Source: an optimization exercise on an open RTL-to-GDS flow (aim: small area, a short achievable clock period and few clock cycles per item). Production flows keep margins and buffers that such runs may drop. Only simulation tests tie the RTL to the original design; equivalence was not proved. Power figures rest on the tool's default switching activity, not on a simulated workload.

==> inputs of delta <==
// top_level_accelerator
module top_level_accelerator #(
    parameter N = 4,
    parameter DATA_WIDTH = 16,
    parameter ACCUM_WIDTH = 40
) (
    input clk,
    input reset,
    input start,
    input load_a_b,
    input [7:0] write_addr,
    input signed [DATA_WIDTH-1:0] write_data_a,
    input signed [DATA_WIDTH-1:0] write_data_b,
    input [7:0] read_addr,
    output signed [ACCUM_WIDTH-1:0] read_data_c,
    output done
);
==> module systolic_array, before the edit <==
module systolic_array (
    input             clk,
    input      [15:0] a0, a1, a2, a3,
    input      [15:0] b0, b1, b2, b3,
    output     [33:0] c_out
);
    wire [33:0] r0, r1, r2;
    reg  [33:0] s0, s1, s2;
    dot4_tree tree (
        .a0(a0), .b0(b0), .a1(a1), .b1(b1),
        .a2(a2), .b2(b2), .a3(a3), .b3(b3),
        .r0(r0), .r1(r1), .r2(r2)
    );
    always @(posedge clk) begin
        s0 <= r0;
        s1 <= r1;
        s2 <= r2;
    end
    wire [33:0] u = s0 ^ s1 ^ s2;
    wire [33:0] v = (s0 & s1) | (s0 & s2) | (s1 & s2);
    assign c_out = u + {v[32:0], 1'b0};
endmodule
Settings: LEC_CHECK=0, CAP_MARGIN=20, CORE_MARGIN=2, CORE_UTILIZATION=65, CTS_CLUSTER_DIAMETER=60, CTS_CLUSTER_SIZE=30, PLACE_DENSITY=0.8, SETUP_SLACK_MARGIN=4.6, SLEW_MARGIN=20; clock period 10.0 ns.
standard.sh (not shown) runs the stock make flow with config.mk's settings and CLKGATE_MAP_FILE= SYNTH_SCRIPT=/design/flow/synth_recipe.tcl, a recipe that flattens the netlist after the stock synthesis.
==> flow/flow/run.sh <==
#!/bin/bash
# Own layout flow: the standard flow, with one step between synthesis and
# floorplan: flow/polarity.py picks the polarity of the full adders and simple
# gates in the synthesized netlist so that fewer inverters are needed (the
# netlist's function, registers and ports are unchanged).
set -euo pipefail
R=orfs/results/${FLOW_PLATFORM}/top_level_accelerator/base

bash standard.sh synth > synth.log 2>&1
cp $R/1_2_yosys.v $R/1_2_yosys.orig.v
python3 flow/polarity.py $R/1_2_yosys.orig.v $R/1_2_yosys.v > polarity.log 2>&1
bash standard.sh > layout.log 2>&1
Other scripts of this flow, unchanged in this note and not shown: flow/flow/polarity.py
==> inputs of indigo, as changes to delta <==
--- a/flow/design.v
+++ b/flow/design.v
@@ -5860,5 +5860,163 @@
     wire [33:0] u = s0 ^ s1 ^ s2;
     wire [33:0] v = (s0 & s1) | (s0 & s2) | (s1 & s2);
-    assign c_out = u + {v[32:0], 1'b0};
+    bk34 cpa (.a(u), .b({v[32:0], 1'b0}), .s(c_out));
+endmodule
+module bk34(input [33:0] a, input [33:0] b, output [33:0] s);
+  wire [33:0] p0 = a ^ b;
+  wire [33:0] g0 = a & b;
+  wire G1 = g0[1] | (p0[1] & g0[0]);
+  wire P1 = p0[1] & p0[0];
+  wire G2 = g0[3] | (p0[3] & g0[2]);
+  wire P2 = p0[3] & p0[2];
+  wire G3 = g0[5] | (p0[5] & g0[4]);
+  wire P3 = p0[5] & p0[4];
+  wire G4 = g0[7] | (p0[7] & g0[6]);
+  wire P4 = p0[7] & p0[6];
+  wire G5 = g0[9] | (p0[9] & g0[8]);
+  wire P5 = p0[9] & p0[8];
+  wire G6 = g0[11] | (p0[11] & g0[10]);
+  wire P6 = p0[11] & p0[10];
+  wire G7 = g0[13] | (p0[13] & g0[12]);
+  wire P7 = p0[13] & p0[12];
+  wire G8 = g0[15] | (p0[15] & g0[14]);
+  wire P8 = p0[15] & p0[14];
+  wire G9 = g0[17] | (p0[17] & g0[16]);
+  wire P9 = p0[17] & p0[16];
+  wire G10 = g0[19] | (p0[19] & g0[18]);
+  wire P10 = p0[19] & p0[18];
+  wire G11 = g0[21] | (p0[21] & g0[20]);
+  wire P11 = p0[21] & p0[20];
+  wire G12 = g0[23] | (p0[23] & g0[22]);
+  wire P12 = p0[23] & p0[22];
+  wire G13 = g0[25] | (p0[25] & g0[24]);
+  wire P13 = p0[25] & p0[24];
+  wire G14 = g0[27] | (p0[27] & g0[26]);
+  wire P14 = p0[27] & p0[26];
+  wire G15 = g0[29] | (p0[29] & g0[28]);
+  wire P15 = p0[29] & p0[28];
+  wire G16 = g0[31] | (p0[31] & g0[30]);
+  wire P16 = p0[31] & p0[30];
+  wire G17 = g0[33] | (p0[33] & g0[32]);
+  wire P17 = p0[33] & p0[32];
+  wire G18 = G2 | (P2 & G1);
+  wire P18 = P2 & P1;
+  wire G19 = G4 | (P4 & G3);
+  wire P19 = P4 & P3;
+  wire G20 = G6 | (P6 & G5);
+  wire P20 = P6 & P5;
+  wire G21 = G8 | (P8 & G7);
+  wire P21 = P8 & P7;
+  wire G22 = G10 | (P10 & G9);
+  wire P22 = P10 & P9;
+  wire G23 = G12 | (P12 & G11);
+  wire P23 = P12 & P11;
+  wire G24 = G14 | (P14 & G13);
+  wire P24 = P14 & P13;
+  wire G25 = G16 | (P16 & G15);
+  wire P25 = P16 & P15;
+  wire G26 = G19 | (P19 & G18);
+  wire P26 = P19 & P18;
+  wire G27 = G21 | (P21 & G20);
+  wire P27 = P21 & P20;
+  wire G28 = G23 | (P23 & G22);
+  wire P28 = P23 & P22;
+  wire G29 = G25 | (P25 & G24);
+  wire P29 = P25 & P24;
+  wire G30 = G27 | (P27 & G26);
+  wire P30 = P27 & P26;
+  wire G31 = G29 | (P29 & G28);
+  wire P31 = P29 & P28;
+  wire G32 = G31 | (P31 & G30);
+  wire P32 = P31 & P30;
+  wire G33 = G28 | (P28 & G30);
+  wire P33 = P28 & P30;
+  wire G34 = G20 | (P20 & G26);
+  wire P34 = P20 & P26;
+  wire G35 = G22 | (P22 & G30);
+  wire P35 = P22 & P30;
+  wire G36 = G24 | (P24 & G33);
+  wire P36 = P24 & P33;
+  wire G37 = G3 | (P3 & G18);
+  wire P37 = P3 & P18;
+  wire G38 = G5 | (P5 & G26);
+  wire P38 = P5 & P26;
+  wire G39 = G7 | (P7 & G34);
+  wire P39 = P7 & P34;
+  wire G40 = G9 | (P9 & G30);
+  wire P40 = P9 & P30;
+  wire G41 = G11 | (P11 & G35);
+  wire P41 = P11 & P35;
+  wire G42 = G13 | (P13 & G33);
+  wire P42 = P13 & P33;
+  wire G43 = G15 | (P15 & G36);
+  wire P43 = P15 & P36;
+  wire G44 = G17 | (P17 & G32);
+  wire P44 = P17 & P32;
+  wire G45 = g0[2] | (p0[2] & G1);
+  wire P45 = p0[2] & P1;
+  wire G46 = g0[4] | (p0[4] & G18);
+  wire P46 = p0[4] & P18;
+  wire G47 = g0[6] | (p0[6] & G37);
+  wire P47 = p0[6] & P37;
+  wire G48 = g0[8] | (p0[8] & G26);
+  wire P48 = p0[8] & P26;
+  wire G49 = g0[10] | (p0[10] & G38);
+  wire P49 = p0[10] & P38;
+  wire G50 = g0[12] | (p0[12] & G34);
+  wire P50 = p0[12] & P34;
+  wire G51 = g0[14] | (p0[14] & G39);
+  wire P51 = p0[14] & P39;
+  wire G52 = g0[16] | (p0[16] & G30);
+  wire P52 = p0[16] & P30;
+  wire G53 = g0[18] | (p0[18] & G40);
+  wire P53 = p0[18] & P40;
+  wire G54 = g0[20] | (p0[20] & G35);
+  wire P54 = p0[20] & P35;
+  wire G55 = g0[22] | (p0[22] & G41);
+  wire P55 = p0[22] & P41;
+  wire G56 = g0[24] | (p0[24] & G33);
+  wire P56 = p0[24] & P33;
+  wire G57 = g0[26] | (p0[26] & G42);
+  wire P57 = p0[26] & P42;
+  wire G58 = g0[28] | (p0[28] & G36);
+  wire P58 = p0[28] & P36;
+  wire G59 = g0[30] | (p0[30] & G43);
+  wire P59 = p0[30] & P43;
+  wire G60 = g0[32] | (p0[32] & G32);
+  wire P60 = p0[32] & P32;
+  assign s[0] = p0[0];
+  assign s[1] = p0[1] ^ g0[0];
+  assign s[2] = p0[2] ^ G1;
+  assign s[3] = p0[3] ^ G45;
+  assign s[4] = p0[4] ^ G18;
+  assign s[5] = p0[5] ^ G46;
+  assign s[6] = p0[6] ^ G37;
+  assign s[7] = p0[7] ^ G47;
+  assign s[8] = p0[8] ^ G26;
+  assign s[9] = p0[9] ^ G48;
+  assign s[10] = p0[10] ^ G38;
+  assign s[11] = p0[11] ^ G49;
+  assign s[12] = p0[12] ^ G34;
+  assign s[13] = p0[13] ^ G50;
+  assign s[14] = p0[14] ^ G39;
+  assign s[15] = p0[15] ^ G51;
+  assign s[16] = p0[16] ^ G30;
+  assign s[17] = p0[17] ^ G52;
+  assign s[18] = p0[18] ^ G40;
+  assign s[19] = p0[19] ^ G53;
+  assign s[20] = p0[20] ^ G35;
+  assign s[21] = p0[21] ^ G54;
+  assign s[22] = p0[22] ^ G41;
+  assign s[23] = p0[23] ^ G55;
+  assign s[24] = p0[24] ^ G33;
+  assign s[25] = p0[25] ^ G56;
+  assign s[26] = p0[26] ^ G42;
+  assign s[27] = p0[27] ^ G57;
+  assign s[28] = p0[28] ^ G36;
+  assign s[29] = p0[29] ^ G58;
+  assign s[30] = p0[30] ^ G43;
+  assign s[31] = p0[31] ^ G59;
+  assign s[32] = p0[32] ^ G32;
+  assign s[33] = p0[33] ^ G60;
 endmodule
 module control_unit (
- ABC_AREA: not set -> 1
==> notes.md <==
	delta	indigo
End of the worst hold path	cp[11][28]	cp[5][30]
GRT Util Overall	39.2%	39.5%
Global placer's final weighted congestion	1.01	1.01
Result of the run	complete, no violations	complete, no violations
Non-clock buffering overhead in the final layout	4.30%	5.08%
DIE AREA	103000 um^2	101000 um^2
Met2 GRT Util	60.5%	58.8%
Headroom to the max-slew limit	15.8%	23.9%
Startpoint of the worst hold path	cp[8][28]	cp[6][30]
Count of filler cells inserted in the layout	6319	6348
Worst-Margin Slew	1260 ps	1130 ps
Synthesized Nets	6178	7337
Final non-filler cell total	6558	7513
Worst setup slack after placement	3100 ps	2330 ps
Power density over the cells	298 nW/um^2	287 nW/um^2
Testbench counts of delta, summed over its fixed seeds: cycles 10,688, items 320.
Testbench counts of indigo, summed over its fixed seeds: cycles 10,688, items 320.

-- static timing again, ports no longer ideal --
Ports are ideal in the flow. The routed layouts listed here were re-timed in OpenROAD.
Step 1 assumes that a clkbuf_16 drives the clock port and a buf_2 every other input.
Step 2 times the ports against the registers' clock, not the clock port: input delays grow and output delays shrink by t, the midpoint of the rising clock arrivals with the driver on.
a / b / c = ideal ports / drivers / drivers and shift; a / b = the first two.
run | shift t [ns] | setup WS [ns] | worst setup path at the end | clock arrival spread, ns
delta | 0.768 | 4.484 / 4.128 / 4.128 | input to output | 0.059 / 0.058
indigo | 0.748 | 4.439 / 4.185 / 4.185 | input to output | 0.055 / 0.055
After both steps setup and hold are still met in every run listed. The setup slack of delta, which loses most, moves by -0.356 ns with the drivers and by -0.356 ns with both steps.
